From an optimization exercise on the open Yosys and OpenROAD flow, aimed at small area; shortcuts taken in it are not production practice.
The RTL of this run was laid out without a check of its function.

### design/flow/config.mk
export PLATFORM = sky130hd
export DESIGN_NAME = apb_spi_top
export DESIGN_NICKNAME = apb_spi_top
export VERILOG_FILES = /design/flow/design.v
export SDC_FILE = /design/flow/constraint.sdc
export NUM_CORES = 4
export LEC_CHECK = 0
export CAP_MARGIN = 0
export CORE_MARGIN = 2
export CORE_UTILIZATION = 70
export CTS_BUF_LIST = sky130_fd_sc_hd__clkbuf_4
export CTS_CLUSTER_DIAMETER = 40
export CTS_CLUSTER_SIZE = 10
export PLACE_DENSITY = 0.85
export SLEW_MARGIN = 0
export SYNTH_HIERARCHICAL = 1
export SYNTH_MINIMUM_KEEP_SIZE = 0
### design/flow/constraint.sdc
create_clock -name core_clock -period 10.0 [get_ports {i_clk}]
set_input_delay 2.0000 -clock core_clock [delete_from_list [all_inputs] [get_ports {i_clk}]]
set_output_delay 2.0000 -clock core_clock [all_outputs]
set_load 0.01 [all_outputs]
### design/flow/design.v
`timescale 1ns / 1ps
module apb_spi_top(
    input  wire        i_clk,
    input  wire        i_rst_n,
    input  wire        i_psel,
    input  wire        i_pwrite,
    input  wire        i_penable,
    input  wire [31:0] i_paddr,
    input  wire [31:0] i_pwdata,
    output wire [31:0] o_prdata,
    output wire        o_pready,
    output wire        o_pslverr,
    input  wire        i_MISO,
    output reg         o_MOSI,
    output reg         o_SCLK,
    output wire        o_SS0,
    output wire        o_SS1,
    output wire        o_SS2,
    output wire        o_SS3,
    output wire        o_int
);
    localparam [1:0] ST_IDLE = 2'd0, ST_LOAD = 2'd1, ST_XFER = 2'd2, ST_DONE = 2'd3;
    wire        page = (i_paddr[31:12] == 20'h40002);
    wire [11:0] off  = i_paddr[11:0];
    wire        acc  = i_psel & i_penable & page;
    wire        wr   = acc & i_pwrite;
    wire        rd   = acc & ~i_pwrite;
    wire s_lcr = (off == 12'h000);
    wire s_dlr = (off == 12'h004);
    wire s_ier = (off == 12'h008);
    wire s_tbr = (off == 12'h010);
    wire s_rbr = (off == 12'h014);
    reg  [1:0] state;
    reg  [5:0] m;         
    wire busy = (state != ST_IDLE);
    wire st_load = (state == ST_LOAD);
    wire st_xfer = (state == ST_XFER);
    reg  [5:0] lcr;
    reg  [7:0] dlr;
    reg  [3:0] ier;
    wire wls  = lcr[0];
    wire cpol = lcr[1];
    wire cpha = lcr[2];
    wire cdte = lcr[3];
    reg  [15:0] tring [0:15];
    reg  [15:0] rring [0:15];
    reg  [3:0]  xh, rh;
    reg  [4:0]  xc, rc;
    reg  [15:0] tbr;
    reg  [15:0] rx_sh;    
    reg         tx_push, tx_pend, rx_pop, rx_wr, rx_p2;
    wire        done = st_xfer & m[5] & ~m[0];
    reg  [7:0] cnt;       
    wire z      = (cnt == 8'd0);
    wire toggle = st_xfer & ~done & z;
    wire shedge = m[0] ^ cpha;
    wire t_empty = (xc == 5'd0);
    wire t_full  = xc[4];
    wire r_empty = (rc == 5'd0);
    wire r_full  = rc[4];
    wire tbr_w   = wr & s_tbr & ~t_full;
    wire [3:0] xtail = xh + xc[3:0];
    wire [3:0] rtail = rh + rc[3:0];
    wire t0    = (xc == {4'd0, st_load});
    wire t_ins = (tx_push & ~t0 & ~xtail[0]) | tx_pend;
    wire t_now = tx_push & t0;
    wire [3:0] rt1  = rtail + 1'b1;
    wire p_t    = (rtail == 4'd0) | (rtail == 4'd3) | (rtail == 4'd6) | (rtail == 4'd9) | (rtail == 4'd12) | (rtail == 4'd15);
    wire p_t1   = (rt1 == 4'd0) | (rt1 == 4'd3) | (rt1 == 4'd6) | (rt1 == 4'd9) | (rt1 == 4'd12) | (rt1 == 4'd15);
    wire r_acc1 = rx_wr & ~r_full & ~p_t;         
    wire r_k0   = (rc == {4'd0, rx_pop});
    wire r_reph = r_acc1 & ~p_t1 & r_k0;
    wire r_ins  = (((done & (~r_full | rx_pop)) | r_acc1) & p_t1) | rx_p2;
    wire [3:0] r_tg = rx_p2 ? rtail : rt1;
    reg  [15:0] thead;
    reg         thv;
    reg         sl;       
    wire fs      = toggle & ~shedge & ~sl;
    wire th_ring = (~thv | fs) & (xh == 4'd15) & ~t_empty;
    wire [15:0] rsel;
    wire [15:0] rhead;
    spi_dec16 u_rdec (.i_a(rh), .o_y(rsel));
    spi_ohmux16 u_rmux (.i_sel(rsel), .i_d({rring[15], rring[14], rring[13], rring[12], rring[11], rring[10], rring[9], rring[8],
                                             rring[7], rring[6], rring[5], rring[4], rring[3], rring[2], rring[1], rring[0]}), .o_q(rhead));
    wire [15:0] t_sel, r_sel;             
    wire [15:0] tnext [0:15];
    wire [15:0] rnext [0:15];
    wire [15:0] tbr_n = ~tbr;
    genvar gk;
    generate for (gk = 0; gk < 16; gk = gk + 1) begin : g_slot
        if (gk & 1) begin : g_t
            assign t_sel[gk] = (t_ins && (xtail[3:1] == (gk >> 1))) || (t_now && gk == 15);
            spi_mux2i_w u_tm (.i_s(t_sel[gk]), .i_a1(((gk >> 1) & 1) ? tbr_n : tbr), .i_a0(tring[gk-1]), .o_y(tnext[gk]));
        end else begin : g_tc
            assign t_sel[gk] = 1'b0;
            assign tnext[gk] = tring[(gk + 15) % 16];
        end
        if (gk % 3 == 0) begin : g_r
            assign r_sel[gk] = (r_ins && r_tg == gk) || (r_reph && gk == 15);
            spi_mux2_w u_rm (.i_s(r_sel[gk]), .i_a1(rx_sh), .i_a0(rring[(gk + 15) % 16]), .o_y(rnext[gk]));
        end else begin : g_rc
            assign r_sel[gk] = 1'b0;
            assign rnext[gk] = rring[(gk + 15) % 16];
        end
    end endgenerate
    integer k;
    always @(posedge i_clk) begin
        if (tbr_w) tbr <= i_pwdata[15:0];
        xh <= t_now ? 4'd15 : xh + 1'b1 + st_load;
        rh <= r_reph ? 4'd15 : rh + 1'b1 + rx_pop;
        if (th_ring) thead <= tring[15];
        for (k = 0; k < 16; k = k + 1) begin
            tring[k] <= tnext[k];
            rring[k] <= rnext[k];
        end
    end
    always @(posedge i_clk or negedge i_rst_n) begin
        if (!i_rst_n) begin
            xc <= 5'd0; rc <= 5'd0;
            tx_push <= 1'b0; tx_pend <= 1'b0; rx_pop <= 1'b0; rx_p2 <= 1'b0;
            thv <= 1'b0;
        end else begin
            if (th_ring)          thv <= 1'b1;
            else if (fs)          thv <= 1'b0;
            tx_push <= tbr_w;
            tx_pend <= tx_push & ~t0 & xtail[0];
            rx_pop  <= rd & s_rbr & ~r_empty;
            rx_p2   <= r_acc1 & ~p_t1 & ~r_k0;
            if (tx_push & ~st_load)      xc <= xc + 1'b1;
            else if (~tx_push & st_load) xc <= xc - 1'b1;
            if (rx_wr & ~r_full & ~rx_pop)    rc <= rc + 1'b1;
            else if (~(rx_wr & ~r_full) & rx_pop) rc <= rc - 1'b1;
        end
    end
    always @(posedge i_clk or negedge i_rst_n) begin
        if (!i_rst_n) begin
            lcr <= 6'd0; dlr <= 8'd0; ier <= 4'd0;
        end else begin
            if (wr & s_lcr & ~busy) lcr <= i_pwdata[5:0];
            if (wr & s_dlr & ~busy) dlr <= i_pwdata[7:0];
            if (wr & s_ier)         ier <= i_pwdata[3:0];
        end
    end
    assign o_pready  = 1'b1;
    assign o_pslverr = (wr & busy & ((s_lcr & (i_pwdata[5:0] != lcr)) |
                                     (s_dlr & (i_pwdata[7:0] != dlr))))
                     | (acc & (off >= 12'h018));
    reg [31:0] rdata;
    always @(*) begin
        case (off)
            12'h000: rdata = {26'd0, lcr};
            12'h004: rdata = {24'd0, dlr};
            12'h008: rdata = {28'd0, ier};
            12'h00C: rdata = {28'd0, r_full, r_empty, t_full, t_empty};
            12'h010: rdata = 32'd0;
            12'h014: rdata = {16'd0, rhead};
            default: rdata = 32'hFFFF_FFFF;
        endcase
    end
    assign o_prdata = page ? rdata : 32'd0;
    assign o_int = (t_empty & ier[0]) | (t_full & ier[1]) | (r_empty & ier[2]) | (r_full & ier[3]);
    wire can_go = ~t_empty & ~r_full;
    always @(posedge i_clk or negedge i_rst_n) begin
        if (!i_rst_n) begin
            state <= ST_IDLE;
        end else begin
            case (state)
                ST_IDLE: if (can_go) state <= ST_LOAD;
                ST_LOAD: state <= ST_XFER;
                ST_XFER: if (done) state <= ~cdte ? ST_DONE : (can_go ? ST_LOAD : ST_IDLE);
                ST_DONE: if (m == 6'd59) state <= ST_IDLE;
            endcase
        end
    end
    always @(posedge i_clk) begin
        cnt <= (z | st_load) ? dlr : cnt - 1'b1;
        if (st_load)     m <= wls ? 6'd30 : 6'd14;
        else if (toggle | (state == ST_DONE)) m <= m - 1'b1;
        if (st_load) sl <= 1'b0;
        else if (toggle & ~shedge) sl <= 1'b1;
        if (toggle & ~shedge)
            rx_sh <= sl ? {rx_sh[14:8], rx_sh[7] & wls, rx_sh[6:0], i_MISO}
                        : {thead[14:8], thead[7] & wls, thead[6:0], i_MISO};
    end
    always @(posedge i_clk or negedge i_rst_n) begin
        if (!i_rst_n) begin
            o_SCLK <= 1'b0;
            o_MOSI <= 1'b0;
            rx_wr  <= 1'b0;
        end else begin
            rx_wr <= done;
            if (!st_xfer)    o_SCLK <= cpol;
            else if (toggle) o_SCLK <= ~o_SCLK;
            if (st_load & ~cpha)                o_MOSI <= wls ? thead[15] : thead[7];
            else if (toggle & shedge & ~m[5])   o_MOSI <= sl ? (wls ? rx_sh[15] : rx_sh[7]) : (wls ? thead[15] : thead[7]);
        end
    end
    wire ss_act = st_load | st_xfer;
    assign o_SS0 = ~(ss_act & (lcr[5:4] == 2'd0));
    assign o_SS1 = ~(ss_act & (lcr[5:4] == 2'd1));
    assign o_SS2 = ~(ss_act & (lcr[5:4] == 2'd2));
    assign o_SS3 = ~(ss_act & (lcr[5:4] == 2'd3));
endmodule
module spi_dec16(input wire [3:0] i_a, output wire [15:0] o_y);
    wire [3:0] lo, hi;
    spi_dec4 u_lo (.i_a(i_a[1:0]), .o_y(lo));
    spi_dec4 u_hi (.i_a(i_a[3:2]), .o_y(hi));
    spi_and4x4 u_and (.i_lo(lo), .i_hi(hi), .o_y(o_y));
endmodule
module spi_dec4(input wire [1:0] i_a, output wire [3:0] o_y);
    assign o_y = 4'd1 << i_a;
endmodule
module spi_and4x4(input wire [3:0] i_lo, input wire [3:0] i_hi, output wire [15:0] o_y);
    genvar i;
    generate for (i = 0; i < 16; i = i + 1) begin : g_and
        assign o_y[i] = i_lo[i % 4] & i_hi[i / 4];
    end endgenerate
endmodule
module spi_ohmux16(input wire [15:0] i_sel, input wire [255:0] i_d, output wire [15:0] o_q);
    genvar b;
    generate for (b = 0; b < 16; b = b + 1) begin : g_bit
        wire [5:0] g;
        spi_aoi222 u_g0 (.i_a({i_d[16*2+b],  i_d[16*1+b],  i_d[16*0+b]}),  .i_s(i_sel[2:0]),   .o_y(g[0]));
        spi_aoi222 u_g1 (.i_a({i_d[16*5+b],  i_d[16*4+b],  i_d[16*3+b]}),  .i_s(i_sel[5:3]),   .o_y(g[1]));
        spi_aoi222 u_g2 (.i_a({i_d[16*8+b],  i_d[16*7+b],  i_d[16*6+b]}),  .i_s(i_sel[8:6]),   .o_y(g[2]));
        spi_aoi222 u_g3 (.i_a({i_d[16*11+b], i_d[16*10+b], i_d[16*9+b]}),  .i_s(i_sel[11:9]),  .o_y(g[3]));
        spi_aoi222 u_g4 (.i_a({i_d[16*14+b], i_d[16*13+b], i_d[16*12+b]}), .i_s(i_sel[14:12]), .o_y(g[4]));
        assign g[5] = ~(i_d[16*15+b] & i_sel[15]);
        spi_nand6 u_n (.i_a(g), .o_y(o_q[b]));
    end endgenerate
endmodule
module spi_aoi222(input wire [2:0] i_a, input wire [2:0] i_s, output wire o_y);
    assign o_y = ~((i_a[0] & i_s[0]) | (i_a[1] & i_s[1]) | (i_a[2] & i_s[2]));
endmodule
module spi_nand6(input wire [5:0] i_a, output wire o_y);
    assign o_y = ~&i_a;
endmodule
module spi_mux2i_w(input wire i_s, input wire [15:0] i_a1, input wire [15:0] i_a0, output wire [15:0] o_y);
    genvar b;
    generate for (b = 0; b < 16; b = b + 1) begin : g_b
        spi_mux2i u_m (.i_s(i_s), .i_a1(i_a1[b]), .i_a0(i_a0[b]), .o_y(o_y[b]));
    end endgenerate
endmodule
module spi_mux2i(input wire i_s, input wire i_a1, input wire i_a0, output wire o_y);
    assign o_y = ~(i_s ? i_a1 : i_a0);
endmodule
module spi_mux2_w(input wire i_s, input wire [15:0] i_a1, input wire [15:0] i_a0, output wire [15:0] o_y);
    genvar b;
    generate for (b = 0; b < 16; b = b + 1) begin : g_b
        spi_mux2 u_m (.i_s(i_s), .i_a1(i_a1[b]), .i_a0(i_a0[b]), .o_y(o_y[b]));
    end endgenerate
endmodule
module spi_mux2(input wire i_s, input wire i_a1, input wire i_a0, output wire o_y);
    assign o_y = i_s ? i_a1 : i_a0;
endmodule
### design/flow/flow/run.sh
#!/bin/bash
# Standard ORFS layout (the standard.sh) with three changes:
#  - port buffers use the smallest buffer cell instead of the resizer's pick
#  - after global placement, gates with timing slack are downsized
#    (flow/pre_resize.tcl) before the usual repair_design
#  - clock tree synthesis without dummy loads
set -euo pipefail
export BUFFER_PORTS_ARGS="-buffer_cell sky130_fd_sc_hd__buf_1"
export PRE_RESIZE_TCL="$PWD/flow/pre_resize.tcl"
export CTS_ARGS="-sink_clustering_enable -repair_clock_nets -dont_use_dummy_load -buf_list sky130_fd_sc_hd__clkbuf_4 -sink_clustering_size 11 -sink_clustering_max_diameter 35"
bash standard.sh > standard.log 2>&1
### design/flow/flow/pre_resize.tcl
# Downsize gates off the critical paths before repair_design runs (resize.tcl
# calls repair_design right after this hook, fixing any slew or cap left over).
estimate_parasitics -placement
set_dont_use $::env(DONT_USE_CELLS)
repair_timing -recover_power 100 -verbose
### design/flow/standard.sh
#!/bin/bash
# synth_recipe.tcl (not shown) runs the flow's synth.tcl, then flattens the netlist and writes it again
# the make line also repeats each setting of config.mk as NAME=value (left out here)
make -C /OpenROAD-flow-scripts/flow DESIGN_CONFIG=/design/flow/config.mk WORK_HOME=/design/flow/orfs CLKGATE_MAP_FILE= SYNTH_SCRIPT=/design/flow/synth_recipe.tcl "${@:-finish}"
==> results.json <==
{
  "cts_resized": 0,
  "overflow": 0,
  "area.growth.synth_to_final_pct": 5.01,
  "core-area_um2": 28700,
  "finalMaxSlewViolations": 0,
  "timing.rr.start": "rc[0]",
  "critPathLaunch": "i_paddr[18]",
  "cts-root-buf": "clkbuf_4",
  "crit_chain": "buf_1 -> nor4b_1 -> and3_1 -> nand3_1 -> or2_2 -> nor2_1 -> a21o_1 -> buf_1",
  "slew_headroom": 0.0449,
  "power.total_mw": 3.76,
  "die_area_um2": 30500,
  "grt_max_degree": 25,
  "io_pins": 111,
  "drive_gt1_frac": 0.132,
  "cp.depth": 8,
  "fmax_mhz": 156,
  "final_cell_area_um2": 21400,
  "crit_buf_inv": 2,
  "postCtsSetupRepairBufs": 0,
  "crit_fanout": 11,
  "hpwl_um": 26900,
  "grt_pass1_wl_um": 65800,
  "multiInputGateArea_um2": 6530,
  "tightestPinTransition_ns": 1.43,
  "p_per_area_nw_per_um2": 176,
  "final.min_clock_period_ns": 6.43,
  "vias": 12000,
  "max_stage_delay_ns": 0.76,
  "endpoint_kind": "primary output",
  "cts_sinks": 621,
  "num-nets-final": 1716,
  "drc_errors": 0,
  "ctsHtreeMaxLevel": 3,
  "cts_max_path_buffers": 3,
  "gp_congestion": 0.883,
  "ir_drop_mv": 0.149,
  "hp-class": "reg -> reg",
  "start_kind": "input port",
  "slowest_stage": "nor2_1",
  "synth_enable_flop_cells": 54,
  "drt-initial-drc-count": 1123,
  "wl_per_cell_um": 21.3,
  "ys_seq_area_frac": 0.646,
  "antenna_found_initial": 3,
  "reg2reg_depth": 10,
  "cts_tree": "done",
  "synth_top_cell_by_area": "dfxtp_1",
  "syn_nets": 1556,
  "leakage_nw": 8.31,
  "netlist_area_um2": 20400,
  "netlist_top_cells_area": "dfxtp_1, edfxtp_1, mux2_4, mux2i_1, dfrtp_1",
  "cpLargestDelayFamily": "simple AND/OR/NAND/NOR gates",
  "path_clk_slew_ns": 0.10,
  "drt-total-wl_um": 42500,
  "cp.arrival_ns": 4.43,
  "initial_core_util": 0.710,
  "path_class": "in -> out",
  "final_cells": 1995,
  "detail-route-antenna-nets": 0,
  "finalHoldViolCount": 0,
  "cpMostUsedCell": "buf_1",
  "ff2ff_setup_slack_ns": 5.30,
  "cts_buffers": 73,
  "post-route-period-util": 0.643,
  "yosysWarnings": 11,
  "worstReg2RegEnd": "rring[15][14]",
  "synth_cell_types": 60,
  "core.rowCount": 62,
  "status": "no timing/DRC/antenna violations",
  "place_area_um2": 20900,
  "cts.hold.buffers_added": 0,
  "postSynthAreaPerCell_um2": 14.0,
  "portBuffers": 93,
  "synth-seq-cells": 621,
  "worst_clock_skew_ns": 0.101,
  "synthFlopType": "dfxtp_1",
  "finalSetupViolCount": 0,
  "async_flop_share": 0.0612,
  "maxCapViolations": 0,
  "seq_area_um2": 13200,
  "required_ns": 8.00,
  "grtUsageTotal": 0.279,
  "yosys.area.top_type_share": 0.519,
  "tns_ns": 0,
  "endpoint": "o_prdata[13]",
  "dp_cells": 1921,
  "grt_pass1_vias": 12200,
  "viasPerCell": 6.01,
  "fillers": 1877,
  "dieHeight_um": 175,
  "syn_inst": 1452,
  "clock_latency_ns": 0.75,
  "fin_util": 0.746,
  "rsz0062_at_grt": "no",
  "die_w_um": 175,
  "drt_pass1_iterations": 8
}
[worst register-to-register path, stage by stage, from the launching register on]
cell	delay, ns
dfrtp_1	0.47
ha_1	0.26
fa_1	0.39
xor2_1	0.64
and3_1	0.29
xnor3_1	0.23
mux2_1	0.37
nand4b_1	0.41
o31ai_4	0.14
clkbuf_1	0.95
mux2_2	0.43
[how the worst min path moves through the flow]
stage	from	endpoint	slack, ns	depth (start not counted)
2_1_floorplan	tring[9][0]	tring[10][0]	0.31	0
3_3_place_gp	tring[9][11]	tring[10][11]	0.31	0
3_5_place_dp	tring[9][8]	tring[10][8]	0.31	0
4_1_cts	tring[1][7]	tring[2][7]	0.23	0
5_1_grt	tring[1][7]	tring[2][7]	0.23	0
6_report	tring[1][7]	tring[2][7]	0.26	0
[cell families after synthesis]
| kind of cell | after synthesis | synth area share |
|---|---|---|
| other | 1 | 0.000184 |
| and+or+nand+nor | 237 | 0.0640 |
| xor gates and xnor gates | 54 | 0.0242 |
| buffers and inverters | 74 | 0.0181 |
| adders and majority gates | 34 | 0.0223 |
| muxes | 271 | 0.161 |
| DFF | 621 | 0.646 |
| AOI/OAI and AO/OA | 160 | 0.0644 |
[metal layers]
layer | share of wire | track usage | wire [um]
met5 | 0 | 0 | 0
met1 | 0.41 | 0.354 | 17600
met4 | 0.026 | 0.103 | 1110
met3 | 0.064 | 0.0550 | 2730
met2 | 0.49 | 0.475 | 21000
[layout by cell type, fill, tap and decap left out, types with 7 or more instances in the layout]
cell type	synthesis	routed
nor2b_1	12	11
ha_1	30	30
nand2_1	52	52
and3_1	7	7
dfrtp_1	38	38
clkbuf_1	15	18
nor3_1	12	9
nand4_1	6	7
buf_4	16	7
o21ai_0	21	21
buf_1	0	85
mux2i_1	135	135
dfxtp_1	529	529
a21oi_1	21	21
xnor2_1	26	26
a21o_1	15	15
nand3_1	26	26
xor2_1	26	27
a222oi_1	81	81
clkbuf_4	0	73
nor2_1	41	35
mux2_1	0	38
inv_1	40	40
mux2_2	31	90
and2_1	18	17
nor4_1	9	8
and4_1	16	16
edfxtp_1	54	54
mux2_4	104	7
[final cells by class]
type / instances / share of cell area
Multi-Input combinational cell: 757 / 0.305
Antenna cell: 1 / 0.000117
Clock buffer: 73 / 0.0256
Tap cell: 384 / 0.0224
Sequential cell: 621 / 0.615
Inverter: 40 / 0.00701
Timing Repair Buffer: 119 / 0.0252
[report_power, final]
part / total (mW) / switching (mW) / internal (mW)
Combinational: 0.173 / 0.102 / 0.0706
Clock: 1.05 / 0.714 / 0.338
Sequential: 2.54 / 0.0187 / 2.52
Total: 3.76 / 0.835 / 2.93
[sequential cells by signal, indices dropped and copies added (netlist names), 5 cells and up]
register and count:
cnt 8, dlr 8, lcr 6, m 6, rc 5, rring 256
rx_sh 16, tbr 16, thead 16, tring 256, xc 5
[per-module statistics from Yosys, one instance, submodules excluded, excerpt]
module       copies in the design  area, um2  cells inside
spi_ohmux16                     1       98.8            18
spi_mux2i                     128       10.0             1
spi_mux2                       96       15.0             1
spi_nand6                      16       13.8             2
spi_dec4                        2       26.3             4
apb_spi_top                     1      16400          1074
spi_aoi222                     80       10.0             1
spi_and4x4                      1        100            16
[through the flow]
stage | worst slack, ns | hold WS (ns)
after detailed placement | 3.65 | 0.312
after CTS | 3.65 | 0.227
final | 3.57 | 0.256
after global placement | 3.69 | 0.311
after global routing | 3.44 | 0.234
after floorplan | 4.37 | 0.310
[Yosys cell counts, types with 7 or more instances]
master,count
a21o_1,15
a21oi_1,21
a222oi_1,81
and2_1,18
and3_1,7
and4_1,16
buf_4,16
clkbuf_1,15
dfrtp_1,38
dfxtp_1,529
edfxtp_1,54
ha_1,30
inv_1,40
mux2_2,31
mux2_4,104
mux2i_1,135
nand2_1,52
nand3_1,26
nor2_1,41
nor2b_1,12
nor3_1,12
nor4_1,9
o21ai_0,21
xnor2_1,26
xor2_1,26

port drivers added, routing unchanged:
The flow's constraints put no driver on any port. The routed layout listed below was extracted and timed again, unchanged, in two steps.
Step 1 assumes that a clkbuf_16 drives the clock port and a buf_2 every other input.
Step 2, shift: input delay + t, output delay - t, t = (earliest + latest rising clock arrival at the registers) / 2. This alone moves slack from input paths to output paths.
Three values: no drivers, after step 1, after step 2; two values: the first two.
shift t [ns]: 0.733
setup slack, ns: 3.569 / 3.539 / 3.539
worst register clock-pin slew, ns: 0.12 / 0.12
cell pins on the clock port's net: 1
After both steps this run still meets setup and hold. For this run, drivers alone change the setup slack by -0.030 ns; drivers and shift together by -0.030 ns.
